This is an optimization exercise on Yosys and OpenROAD, whose aim is small area, not a production implementation. Function was checked by simulation only, so behaviour that the tests miss may differ from the original. No driver is modelled on the clock port, so clocking that relies on it looks cheaper here than on a real chip. Power figures rest on the tool's default switching activity, not on a simulated workload.

==> inputs of job 744 <==
## mem_ram
module mem_ram (input clk, wren,
  input [3:0] d11, d12, d13, d14, d15, d16, d17, d18,
  input [3:0] d21, d22, d23, d24, d25, d26, d27, d28,
  input [3:0] d31, d32, d33, d34, d35, d36, d37, d38,
  input [3:0] d41, d42, d43, d44, d45, d46, d47, d48,
  input [3:0] r1, r2, r3, r4,
  output [11:0] w_sum11, w_sum12, w_sum13, w_sum14,
  output [11:0] w_sum15, w_sum16, w_sum17, w_sum18);
  reg [31:0] mem [3:0];  
  always @(posedge clk)
    if (wren) begin
      mem[0] <= {d11, d12, d13, d14, d15, d16, d17, d18};
      mem[1] <= {d21, d22, d23, d24, d25, d26, d27, d28};
      mem[2] <= {d31, d32, d33, d34, d35, d36, d37, d38};
      mem[3] <= {d41, d42, d43, d44, d45, d46, d47, d48};
    end
  wire [3:0] e1_a = r1 & ~r2;
  wire [3:0] e2_a = ~r1 & r2;
  wire [3:0] e3_a = r1 & r2;
  wire [3:0] e1_b = r3 & ~r4;
  wire [3:0] e2_b = ~r3 & r4;
  wire [3:0] e3_b = r3 & r4;
  wire [9:0] y [0:7];
  genvar c;
  generate
    for (c = 0; c < 8; c = c + 1) begin : g_col
      mem_col u_col (.w1(mem[0][31-4*c -: 4]), .w2(mem[1][31-4*c -: 4]),
                     .w3(mem[2][31-4*c -: 4]), .w4(mem[3][31-4*c -: 4]),
                     .e1_a(e1_a), .e2_a(e2_a), .e3_a(e3_a),
                     .e1_b(e1_b), .e2_b(e2_b), .e3_b(e3_b), .y(y[c]));
    end
  endgenerate
  assign w_sum11 = {2'b00, y[0]};
  assign w_sum12 = {2'b00, y[1]};
  assign w_sum13 = {2'b00, y[2]};
  assign w_sum14 = {2'b00, y[3]};
  assign w_sum15 = {2'b00, y[4]};
  assign w_sum16 = {2'b00, y[5]};
  assign w_sum17 = {2'b00, y[6]};
  assign w_sum18 = {2'b00, y[7]};
endmodule
export LEC_CHECK = 0
export CAP_MARGIN = 0
export CORE_MARGIN = 2
export CORE_UTILIZATION = 40
export GPL_TIMING_DRIVEN = 0
export SLEW_MARGIN = 0
export SYNTH_HIERARCHICAL = 1
export SYNTH_MINIMUM_KEEP_SIZE = 0
create_clock -name core_clock -period 10.0 [get_ports {clk}]
standard.sh (not shown) runs the stock make flow with config.mk's settings and CLKGATE_MAP_FILE= SYNTH_SCRIPT=/design/flow/synth_recipe.tcl, a recipe that flattens the netlist after the stock synthesis.
==> flow/flow/run.sh <==
#!/bin/bash
# Standard ORFS layout (the standard.sh) with these changes: the port buffers are the
# smallest buffer, the buffers that synthesis left are removed at floorplan, and CTS adds
# no dummy load cells.
set -euo pipefail
bash standard.sh BUFFER_PORTS_ARGS="-buffer_cell sky130_fd_sc_hd__buf_1" REMOVE_ABC_BUFFERS=1 \
  CTS_ARGS="-sink_clustering_enable -repair_clock_nets -dont_use_dummy_load -buf_list sky130_fd_sc_hd__clkbuf_8" \
  finish > standard.log 2>&1
==> inputs of job 8451, as changes to job 744 <==
==> flow/flow/run.sh (replaced) <==
#!/bin/bash
# Standard ORFS layout (the standard.sh) with these changes: the port buffers are the
# smallest buffer; the buffers that synthesis left are removed at floorplan; one tie cell
# drives all constant outputs; CTS adds no dummy load cells and uses clkbuf_4 leaves, of
# which those whose estimated slew at the registers is over 105 ps are made clkbuf_8 (flow/post_cts.tcl); after global routing, gates off the critical paths are downsized (RECOVER_POWER).
set -euo pipefail
here=$(pwd)
bash standard.sh BUFFER_PORTS_ARGS="-buffer_cell sky130_fd_sc_hd__buf_1" REMOVE_ABC_BUFFERS=1 \
  SKIP_REPAIR_TIE_FANOUT=1 RECOVER_POWER=100 \
  CTS_ARGS="-sink_clustering_enable -repair_clock_nets -dont_use_dummy_load -buf_list sky130_fd_sc_hd__clkbuf_4 -root_buf sky130_fd_sc_hd__clkbuf_8" \
  POST_CTS_TCL="$here/flow/post_cts.tcl" \
  finish > standard.log 2>&1
==> flow/flow/post_cts.tcl (new file) <==
# After CTS: every leaf clock buffer (clkbuf_4) whose estimated worst slew at the register
# clock pins it drives is over 105 ps becomes a clkbuf_8; then the placement is legalized again.
set db [ord::get_db]
set block [ord::get_db_block]
set m8 [$db findMaster sky130_fd_sc_hd__clkbuf_8]
estimate_parasitics -placement
set count 0
foreach inst [$block getInsts] {
  if { [[$inst getMaster] getName] ne "sky130_fd_sc_hd__clkbuf_4" } { continue }
  set net [[$inst findITerm X] getNet]
  if { $net eq "NULL" || [$net getSigType] ne "CLOCK" } { continue }
  set worst 0
  foreach it [$net getITerms] {
    if { [$it isOutputSignal] } { continue }
    set s [get_property [get_pins "[[$it getInst] getName]/[[$it getMTerm] getName]"] slew_max]
    if { $s > $worst } { set worst $s }
  }
  if { $worst > 0.105 } {
    $inst swapMaster $m8
    incr count
  }
}
puts "post_cts: $count leaf clock buffers resized to clkbuf_8"
detailed_placement
check_placement -verbose
estimate_parasitics -placement
==> run notes <==
- Global-route usage: job 744 is higher than job 8451 (0.53 points).
- In combinational power, job 744 and job 8451 hardly differ.
- Against job 744, the final area of job 8451 is smaller by 0.99%.
- Between job 744 and job 8451, the lower worst setup slack is in job 744 (gap 0.068 ns).
- Against job 744, the power of job 8451 is smaller by about 1.2%.
- Of job 8451 and job 744, job 744 has the higher wire length (gap 2.6%, measured against job 744).
- Of job 8451 and job 744, job 8451 has the higher fmax (gap 0.73%, measured against job 744).
- Via count is about the same in job 744 and job 8451.
- Job 8451 finished with max-capacitance violations, max-slew violations left. Job 744 completed without violations.
- In job 8451 the first-iteration DRC count is larger than in job 744, by about 24%.
==> figures <==
| item | job 8451 | job 744 |
|---|---|---|
| Switching share of power | 50.9% | 50.5% |
| Static leakage | 4.61 nW | 4.71 nW |
| Power attributed to the clock group | 0.313 mW | 0.351 mW |
| First-pass GRT wire length | 65800 µm | 66100 µm |
| Power density over the cells | 282 nW/µm² | 283 nW/µm² |
| Detailed-route vias per instance | 6.76 | 6.72 |
| Number of iterations in the first detailed-routing pass | 15 | 14 |
| Startpoint of the lowest-slack hold path | d36[3] | d34[3] |
| Total cell area at the placement stage | 15000 µm² | 15100 µm² |
| Worst hold margin | 1.68 ns | 1.68 ns |
| Status | complete, but fails checks | timing/DRC/antenna clean |
| Violated checks | max-capacitance violations, max-slew violations | - |
| GR Util met2 | 39.4% | 41.1% |
| Design area | 15200 µm² | 15300 µm² |
| Clock share of power | 7.3% | 8.1% |
| Fill cell instance count of the final layout | 3203 | 3195 |
| Routed wire length | 43600 µm | 44700 µm |
| Non-filler cells in the finished layout | 1599 | 1612 |
| Worst path setup slack after routing | 0.640 ns | 0.572 ns |
| GRT Util Overall | 24.3% | 24.8% |
| Comb group | 3.26 mW | 3.28 mW |

[separate check: timing with driven ports]
The results above use ideal ports. As a check the final layouts listed here were re-extracted and re-timed, cells and wires unchanged. Step 1: set_driving_cell puts a clkbuf_16 on clk and a buf_2 on each other input, an assumption about the parent block. Step 2, shift: input delay + t, output delay - t, t = (earliest + latest rising clock arrival at the registers) / 2. This alone moves slack from input paths to output paths. Slacks: no drivers / after step 1 / after step 2; pairs: no drivers / after step 1.
run | shift t [ns] | setup slack, ns | hold slack, ns | worst setup path after step 2
job 744 | 0.521 | 0.572 / 0.548 / 0.548 | 1.676 / 1.648 / 2.169 | input to output
job 8451 | 0.521 | 0.640 / 0.607 / 0.607 | 1.677 / 1.647 / 2.168 | input to output
The setup slack of job 8451, which loses most, moves by -0.033 ns with the drivers and by -0.033 ns with both steps.
